Context: an optimization exercise on an open-source flow, tuned for small area and a short achievable clock period. The choices shown serve that exercise and are no tape-out recipe.
Only the layout flow was run in this run; the RTL was not checked for function there.
Power is estimated from default activity; no workload was simulated.

<file path="flow/design.v">
module XORmessage(a,m,b);
input [63:0] a;
input [63:0] m;
output[63:0] b;
assign b = a ^ m;
endmodule
module GS(a3,a2,a1,a0,sbox_type,
          b3,b2,b1,b0);
input  a3,a2,a1,a0,sbox_type;
output b3,b2,b1,b0;
nand (a0_a2,a0,a2);
xnor (t1,a1,a0_a2);
nand (t1_a3,t1,a3);
xnor (t0,a0,t1_a3);
nor  (t0_t1,t0,t1);
xnor (t2,a2,t0_t1);
xnor (t3,a3,t2);
xnor (s1,t1,t3);
nand (t0_s1,t0,s1);
xnor (s2,t2,t0_s1);
buf  (b3,t0);
buf  (b1,s1);
buf  (b2,s2);
xor  (b0,t3,sbox_type);
endmodule
module SubCells(a0,a1,a2,a3,sbox_type,
                b0,b1,b2,b3);
input [15:0] a0,a1,a2,a3;
input        sbox_type;
output[15:0] b0,b1,b2,b3;
GS u15(a3[15],a2[15],a1[15],a0[15],sbox_type,b3[15],b2[15],b1[15],b0[15]);
GS u14(a3[14],a2[14],a1[14],a0[14],sbox_type,b3[14],b2[14],b1[14],b0[14]);
GS u13(a3[13],a2[13],a1[13],a0[13],sbox_type,b3[13],b2[13],b1[13],b0[13]);
GS u12(a3[12],a2[12],a1[12],a0[12],sbox_type,b3[12],b2[12],b1[12],b0[12]);
GS u11(a3[11],a2[11],a1[11],a0[11],sbox_type,b3[11],b2[11],b1[11],b0[11]);
GS u10(a3[10],a2[10],a1[10],a0[10],sbox_type,b3[10],b2[10],b1[10],b0[10]);
GS u09(a3[ 9],a2[ 9],a1[ 9],a0[ 9],sbox_type,b3[ 9],b2[ 9],b1[ 9],b0[ 9]);
GS u08(a3[ 8],a2[ 8],a1[ 8],a0[ 8],sbox_type,b3[ 8],b2[ 8],b1[ 8],b0[ 8]);
GS u07(a3[ 7],a2[ 7],a1[ 7],a0[ 7],sbox_type,b3[ 7],b2[ 7],b1[ 7],b0[ 7]);
GS u06(a3[ 6],a2[ 6],a1[ 6],a0[ 6],sbox_type,b3[ 6],b2[ 6],b1[ 6],b0[ 6]);
GS u05(a3[ 5],a2[ 5],a1[ 5],a0[ 5],sbox_type,b3[ 5],b2[ 5],b1[ 5],b0[ 5]);
GS u04(a3[ 4],a2[ 4],a1[ 4],a0[ 4],sbox_type,b3[ 4],b2[ 4],b1[ 4],b0[ 4]);
GS u03(a3[ 3],a2[ 3],a1[ 3],a0[ 3],sbox_type,b3[ 3],b2[ 3],b1[ 3],b0[ 3]);
GS u02(a3[ 2],a2[ 2],a1[ 2],a0[ 2],sbox_type,b3[ 2],b2[ 2],b1[ 2],b0[ 2]);
GS u01(a3[ 1],a2[ 1],a1[ 1],a0[ 1],sbox_type,b3[ 1],b2[ 1],b1[ 1],b0[ 1]);
GS u00(a3[ 0],a2[ 0],a1[ 0],a0[ 0],sbox_type,b3[ 0],b2[ 0],b1[ 0],b0[ 0]);
endmodule
module PermBits(a0,a1,a2,a3,
                b0,b1,b2,b3);
input [15:0] a0,a1,a2,a3;
output[15:0] b0,b1,b2,b3;
assign b0[0] = a0[0];
assign b0[12] = a0[1];
assign b0[8] = a0[2];
assign b0[4] = a0[3];
assign b0[1] = a0[4];
assign b0[13] = a0[5];
assign b0[9] = a0[6];
assign b0[5] = a0[7];
assign b0[2] = a0[8];
assign b0[14] = a0[9];
assign b0[10] = a0[10];
assign b0[6] = a0[11];
assign b0[3] = a0[12];
assign b0[15] = a0[13];
assign b0[11] = a0[14];
assign b0[7] = a0[15];
assign b1[4] = a1[0];
assign b1[0] = a1[1];
assign b1[12] = a1[2];
assign b1[8] = a1[3];
assign b1[5] = a1[4];
assign b1[1] = a1[5];
assign b1[13] = a1[6];
assign b1[9] = a1[7];
assign b1[6] = a1[8];
assign b1[2] = a1[9];
assign b1[14] = a1[10];
assign b1[10] = a1[11];
assign b1[7] = a1[12];
assign b1[3] = a1[13];
assign b1[15] = a1[14];
assign b1[11] = a1[15];
assign b2[8] = a2[0];
assign b2[4] = a2[1];
assign b2[0] = a2[2];
assign b2[12] = a2[3];
assign b2[9] = a2[4];
assign b2[5] = a2[5];
assign b2[1] = a2[6];
assign b2[13] = a2[7];
assign b2[10] = a2[8];
assign b2[6] = a2[9];
assign b2[2] = a2[10];
assign b2[14] = a2[11];
assign b2[11] = a2[12];
assign b2[7] = a2[13];
assign b2[3] = a2[14];
assign b2[15] = a2[15];
assign b3[12] = a3[0];
assign b3[8] = a3[1];
assign b3[4] = a3[2];
assign b3[0] = a3[3];
assign b3[13] = a3[4];
assign b3[9] = a3[5];
assign b3[5] = a3[6];
assign b3[1] = a3[7];
assign b3[14] = a3[8];
assign b3[10] = a3[9];
assign b3[6] = a3[10];
assign b3[2] = a3[11];
assign b3[15] = a3[12];
assign b3[11] = a3[13];
assign b3[7] = a3[14];
assign b3[3] = a3[15];
endmodule
module AddRoundKey(a0,a1,a2,a3,
                   c,
                   b0,b1,b2,b3);
input [15:0] a0,a1,a2,a3;
input [63:0] c;
output[15:0] b0,b1,b2,b3;
genvar j;
generate
    for (j = 0; j < 16; j = j + 1) begin : g
        assign b0[j] = a0[j] ^ c[4*j];
        assign b1[j] = a1[j] ^ c[4*j+1];
        assign b2[j] = a2[j] ^ c[4*j+2];
        assign b3[j] = a3[j] ^ c[4*j+3];
    end
endgenerate
endmodule
module RoundFunction(a,
                     c,
                     b);
input [63:0] a;
input [63:0] c;
output[63:0] b;
wire [15:0] a0,a1,a2,a3;
wire [15:0] s0,s1,s2,s3;
wire [15:0] p0,p1,p2,p3;
wire [15:0] b0,b1,b2,b3;
genvar j;
generate
    for (j = 0; j < 16; j = j + 1) begin : g
        assign a0[j] = a[4*j];
        assign a1[j] = a[4*j+1];
        assign a2[j] = a[4*j+2];
        assign a3[j] = a[4*j+3];
        assign b[4*j]   = b0[j];
        assign b[4*j+1] = b1[j];
        assign b[4*j+2] = b2[j];
        assign b[4*j+3] = b3[j];
    end
endgenerate
SubCells sc0(a0,a1,a2,a3,
             1'b0,
             s0,s1,s2,s3);
PermBits pm0(s0,s1,s2,s3,
             p0,p1,p2,p3);
AddRoundKey ak0(p0,p1,p2,p3,
                c,
                b0,b1,b2,b3);
endmodule
module LFSR(clk,clr,r,rc);
input        clk,clr;
output reg [5:0] r;
output     [5:0] rc;
assign rc = {r[4:0], ~(r[5] ^ r[4])};
always @(posedge clk) begin
    r <= clr ? 6'd0 : rc;
end
endmodule
module KeyUpdate(a,
                 b);
input [127:0] a;
output[127:0] b;
wire [31:0] a0,a1,a2,a3;
wire [31:0] b0,b1,b2,b3;
assign a0 = a[31:0];
assign a1 = a[63:32];
assign a2 = a[95:64];
assign a3 = a[127:96];
assign b3[0] = a0[12];
assign b3[1] = a0[13];
assign b3[2] = a0[14];
assign b3[3] = a0[15];
assign b3[4] = a0[0];
assign b3[5] = a0[1];
assign b3[6] = a0[2];
assign b3[7] = a0[3];
assign b3[8] = a0[4];
assign b3[9] = a0[5];
assign b3[10] = a0[6];
assign b3[11] = a0[7];
assign b3[12] = a0[8];
assign b3[13] = a0[9];
assign b3[14] = a0[10];
assign b3[15] = a0[11];
assign b3[16] = a0[18];
assign b3[17] = a0[19];
assign b3[18] = a0[20];
assign b3[19] = a0[21];
assign b3[20] = a0[22];
assign b3[21] = a0[23];
assign b3[22] = a0[24];
assign b3[23] = a0[25];
assign b3[24] = a0[26];
assign b3[25] = a0[27];
assign b3[26] = a0[28];
assign b3[27] = a0[29];
assign b3[28] = a0[30];
assign b3[29] = a0[31];
assign b3[30] = a0[16];
assign b3[31] = a0[17];
assign b0 = a1;
assign b1 = a2;
assign b2 = a3;
assign b = {b3,b2,b1,b0};
endmodule
module LDMAC(clk,rst,
             load_s1,load_s2,
             load_k,
             load_m,
             din,
             dout,
             dout_valid,
             done);
input            clk,rst;
input            load_s1,load_s2;
output reg       load_k;
output reg       load_m;
input     [63:0] din;
output    [63:0] dout;
output reg       dout_valid;
output reg       done;
localparam [5:0] F12 = 6'd60;
localparam [5:0] F27 = 6'd5;
reg X1,X2,P1,P2,KA1,KB1,E1,KA2,KB2,E2;
reg fin;             
reg [2:0] blok;
wire blok_up = (blok == 3'd7);
wire [5:0] r, rc;
wire lfsr_clr = X2 | KA1 | KA2 | fin;
always @(posedge clk) begin
    if (rst) begin
        X1 <= 1'b1; X2 <= 1'b0; P1 <= 1'b0; P2 <= 1'b0;
        KA1 <= 1'b0; KB1 <= 1'b0; E1 <= 1'b0;
        KA2 <= 1'b0; KB2 <= 1'b0; E2 <= 1'b0;
    end
    else begin
        X1  <= (P2 | E2) & fin;
        X2  <= X1;
        P1  <= (X2 & ~blok_up) | (P1 & ~fin);
        P2  <= (P1 & fin) | (P2 & ~fin);
        KA1 <= X2 & blok_up;
        KB1 <= KA1;
        E1  <= KB1 | (E1 & ~fin);
        KA2 <= E1 & fin;
        KB2 <= KA2;
        E2  <= KB2 | (E2 & ~fin);
    end
end
wire last_p = ~rst & ~fin & (P1 | P2) & (r == F12);
wire last_e = ~rst & ~fin & (E1 | E2) & (r == F27);
always @(posedge clk) begin
    fin        <= last_p | last_e;
    dout_valid <= last_e;
    done       <= last_e & E2;
    load_k     <= ~rst & (KA1 | KA2 | (X2 & blok_up) | (E1 & fin));
    load_m     <= X2;
    blok       <= rst ? 3'd0 : blok + {2'd0, X2};
end
LFSR lf0(clk, lfsr_clr, r, rc);
reg  [127:0] k;
wire [127:0] kuo;
KeyUpdate ku0(k, kuo);
always @(posedge clk) begin
    if (KA1 | KB1 | KA2 | KB2) k <= {k[63:0], din};
    else                       k <= kuo;
end
wire        kb  = KB1 | KB2;
wire        enc = kb | E1 | E2;
wire [31:0] kw  = kb ? din[31:0] : k[63:32];
reg  [63:0] c;
integer j;
always @(*) begin
    for (j = 0; j < 16; j = j + 1) begin
        c[4*j]   = ~enc | kw[j];
        c[4*j+1] = enc & kw[16+j];
        c[4*j+2] = 1'b0;
        c[4*j+3] = (j == 15) ? 1'b1 : (j < 6) ? rc[j] : 1'b0;
    end
end
reg  [63:0] A, B;
wire [63:0] a, rfo;
wire s2A  = ~rst & (X2 | P2 | KA2 | KB2 | E2);     
wire ldc  = s2A ? load_s2 : load_s1;               
wire ldo  = s2A ? load_s1 : load_s2;               
wire dx   = rst | X1 | X2;                         
wire swp  = ~rst & (X1 | X2 | fin);                
wire rnd  = ~rst & (kb | ((E1 | E2 | ((P1 | P2) & ~ldc)) & ~fin));
wire bx   = ~rst & (X1 | X2 | ((E1 | E2) & fin));  
wire bp   = ~rst & (P1 | P2) & fin;                
assign a = ldc ? din : (dx ? A ^ din : A);
RoundFunction rf0(a, c, rfo);
always @(posedge clk) begin
    if (swp)      A <= ldo ? din : B;
    else if (rnd) A <= rfo;
    else          A <= a;
end
always @(posedge clk) begin
    if (bx | (bp & ldc)) B <= a;
    else if (bp)         B <= rfo;
    else if (ldo)        B <= din;
end
assign dout = A;
endmodule
</file>
<file path="flow/flow/run.sh">
#!/bin/bash
set -euo pipefail
export BUFFER_PORTS_ARGS="-buffer_cell sky130_fd_sc_hd__buf_2"
bash standard.sh > standard_flow.log 2>&1
</file>
<file path="flow/standard.sh">
#!/bin/bash
# synth_recipe.tcl (not shown) runs the flow's synth.tcl, then flattens the netlist and writes it again
# the make line also repeats each setting of config.mk as NAME=value (left out here)
make -C /OpenROAD-flow-scripts/flow DESIGN_CONFIG=/design/flow/config.mk WORK_HOME=/design/flow/orfs CLKGATE_MAP_FILE= SYNTH_SCRIPT=/design/flow/synth_recipe.tcl "${@:-finish}"
</file>
<file path="flow/config.mk">
export PLATFORM = sky130hd
export DESIGN_NAME = LDMAC
export DESIGN_NICKNAME = LDMAC
export VERILOG_FILES = /design/flow/design.v
export SDC_FILE = /design/flow/constraint.sdc
export NUM_CORES = 4
export LEC_CHECK = 0
export CAP_MARGIN = 20
export CORE_MARGIN = 2
export CORE_UTILIZATION = 40
export SETUP_SLACK_MARGIN = 2.6
export SLEW_MARGIN = 20
export TNS_END_PERCENT = 0
</file>
<file path="flow/constraint.sdc">
create_clock -name core_clock -period 5.0 [get_ports {clk}]
set_input_delay 1.0000 -clock core_clock [delete_from_list [all_inputs] [get_ports {clk}]]
set_output_delay 1.0000 -clock core_clock [all_outputs]
set_load 0.01 [all_outputs]
</file>
==> results.tsv <==
stage	metric	value	unit
yosys	Synth Instances	1601	
critical_path	CP max FO	28	
yosys	number of synthesized flops with an enable pin	0	
critical_path	reg2reg start	X2$_SDFF_PP0_	
floorplan	chip width	197	µm
hold_path	WHS Endpoint	k[87]$_DFF_P_	
power_and_ir_drop	Worst VDD drop	0.000254	V
routing	via count	14300	
sta	# setup viols final	0	
clock_network	H-Tree Depth	2	
yosys	Syn Nets	1673	
final_layout	Layout Utilization	51.7	%
sta	clock skew	18.8	ps
routing	Detail Route Antenna Nets	0	
sta	final worst-path cycle share	56.4	%
clock_network	clock slew at reported path FFs	60	ps
final_layout	commonest non-fill, non-tap cells in the layout	dfxtp_1 (277), mux2_2 (135), buf_2 (132)	
global_routing	gr ovfl total	0	
yosys	Synth async-reset ratio	0	%
clock_network	# clock sinks	280	
global_routing	vias in the first global route	13600	
placed_design	Final HPWL DP	37.0	mm
yosys	flops & latches, synth	280	
hold_path	hold path start	k[119]$_DFF_P_	
final_layout	ANT cells	0	
routing	drt total wl	58.9	mm
clock_network	CTS tree	yes	
routing	TritonRoute pass-1 iters	6	
hold_path	worst hold-check path type	flop to flop	
sta	Highest Clock Rate	0.355	GHz
final_layout	nets	1873	
sta	Tmin final	2820	ps
critical_path	critical path data arrival time	3230	ps
routing	DR vias/cell	6.24	
critical_path	Reg2Reg Depth	10	
critical_path	WS Path Type	input port to flop	
sta	RSZ-0062 raised after global routing	yes	
sta	final max-slew violation count	0	
global_routing	largest net degree at the start of global routing	129	
yosys	YS warnings	12	
sta	Final Hold Fails	0	
clock_network	Clock Path Buffers	3	
yosys	post-synth cell types	66	
sta	TNS Setup	0	ps
routing	residual DRC count	0	
sta	Slew @ Worst Pin	1010	ps
sta	slew margin rel.	32.2	%
placed_design	GP Congestion	0.885	
yosys	Syn Std Cell Area	15000	µm²
floorplan	I/O pins	136	
global_routing	first-pass GRT wire length	87.0	mm
critical_path	critical path required time	5410	ps
final_layout	area grow syn2layout	26.6	%
critical_path	Crit. End Element	flop	
floorplan	row cnt	70	
clock_network	# hold bufs at CTS	0	
hold_path	hold path cells	1	
global_routing	GRT Total Usage	29.7	%
floorplan	Die Y	197	µm
flow_run	Max Cap Violations	0	
clock_network	Clk Latency, worst-skew pair	550	ps
final_layout	most common cell after layout, fill and taps aside	dfxtp_1	
critical_path	CP startpoint kind	input port	
placed_design	PortBufs	135	
global_routing	initial antenna violation count	1	
routing	DR WL/cell	25.7	µm
power_and_ir_drop	total leakage power	7.85	nW
yosys	top_reg_cell synth	dfxtp_1	
clock_network	clock root cell	clkbuf_16	
power_and_ir_drop	power density cells	393	nW/µm²
final_layout	share of cells above drive strength 1	34.6	%
floorplan	Die Area	39000	µm²
yosys	Mapped Avg Cell Area	9.35	µm²
critical_path	RR Endpoint	A[15]$_DFF_P_	
floorplan	CORE AREA	36700	µm²
yosys	register area share after synthesis	37.4	%
floorplan	Initial Utilization	40.8	%
critical_path	R2R setup slack	2240	ps
outcome	status	complete, no violations	
clock_network	CTS Buf Count	35	
routing	DRT iter0 DRCs	1908	
-- state kept, by name (all words and copies together), names as in the netlist, named ones only --
register / count
k: 128
A: 64
B: 64
lf0.r: 6
blok: 3
E1: 1
E2: 1
KA1: 1
KA2: 1
KB1: 1
KB2: 1
P1: 1
X1: 1
X2: 1
done: 1
dout_valid: 1
fin: 1
load_k: 1
load_m: 1
-- area by class of cell --
class	count	area (µm²)
fillers	3284	17700
multi-input cells	1203	9320
flip-flops and latches	280	5610
repair buffers	277	2280
well taps	468	586
inverters	4	15.0
clock buffers	44	992
clock inverters	14	164
-- cells by family (layout without fill, tap and decap cells) --
group                    Yosys count  count (layout)  synth area share, %
XOR/XNOR                          84              84                 5.83
flip-flops                       280             280                 37.4
buffers and inverters            125             339                 4.34
AO/OA/AOI/OAI                    548             549                 25.5
multiplexers                     225             225                 16.2
adder cells (fa/ha/maj)            4               4                0.334
AND/OR/NAND/NOR                  335             341                 10.4
-- worst max-delay path, cell delays in order --
cell and delay, ps:
buf_4 130, nor2b_4 130, a22oi_2 200, buf_6 160
buf_8 220, a31oi_1 170, a21oi_4 200, xor2_1 180
xnor3_2 490, o211ai_1 220, o21ai_1 100
-- power by group --
group | internal (mW) | switching, mW
registers | 2.52 | 0.211
clock network | 1.56 | 1.03
logic | 0.933 | 1.20
total | 5.01 | 2.44
-- how the worst max path moves through the flow --
stage / cells after the start / startpoint / to / slack [ps]
CTS: 11 / KA2$_SDFF_PP0_ / B[58]$_DFF_P_ / 2290
floorplan: 11 / rst / A[15]$_DFF_P_ / 1920
finish: 11 / load_s2 / A[44]$_DFF_P_ / 2180
global route: 12 / X2$_SDFF_PP0_ / A[7]$_DFF_P_ / 2160
global placement: 11 / rst / A[3]$_DFF_P_ / 880
detailed placement: 11 / rst / A[3]$_DFF_P_ / 840
-- stage by stage --
step	cells	setup slack [ps]	cell area, µm²	power, mW	hold slack, ps
floorplan	1601	1920	15000	3.91	427
CTS	2276	2290	18700	7.36	454
detailed placement	2118	839	16100	4.51	439
global route	2290	2160	19000	7.72	467
global placement	2117	883	16000	4.47	434
finish	2290	2180	19000	7.45	451
-- synthesized netlist by cell type, drive strengths merged (32+ instances only) --
cell,n,share of area [%]
dfxtp,280,37
o21ai,143,5.0
mux2,136,10
a21oi,124,6.1
nor2,104,2.6
mux2i,89,5.9
nand2,88,2.2
a31oi,65,2.8
nand3,65,2.3
buf,63,2.8
clkbuf,58,1.5
xnor2,56,3.3
o211ai,38,1.9
a21o,37,1.9
o22ai,33,1.4
a221oi,32,2.2
-- what timing repair did --
action,in CTS,in global routing
gates cloned,15,3
pin swaps,50,12
setup endpoints to repair,128,128
buffers inserted,85,11
gates resized for setup,118,20
-- layer usage --
metal	part of all wire [%]	global-route usage (%)	wire [µm]	up-vias
met5	0.022	0	13	-
met4	6.1	16.4	3610	2
met3	9.6	6.18	5670	161
met2	44	45.9	25700	806
met1	41	38.6	23900	6928
li1	-	-	-	6404

port drivers added, routing unchanged:
The flow's constraints put no driver on any port. The routed layout listed below was extracted and timed again, unchanged, in two steps.
Step 1 sets driving cells, clkbuf_16 on the clock port and buf_2 on the other inputs (assumed; they add their load-dependent delay and slew).
Step 2 moves the port delays by t, midway between the first and last clock arrival at a register: inputs arrive t later, outputs are due t later. That takes back most of the time a late clock gives input paths.
Three values: no drivers, after step 1, after step 2; two values: the first two.
t (ns): 0.593
setup slack, ns: 2.181 / 2.200 / 1.607
slew at the worst register clock pin (ns): 0.06 / 0.06
After both steps this run still meets setup and hold. For this run, drivers alone change the setup slack by +0.019 ns; drivers and shift together by -0.574 ns.
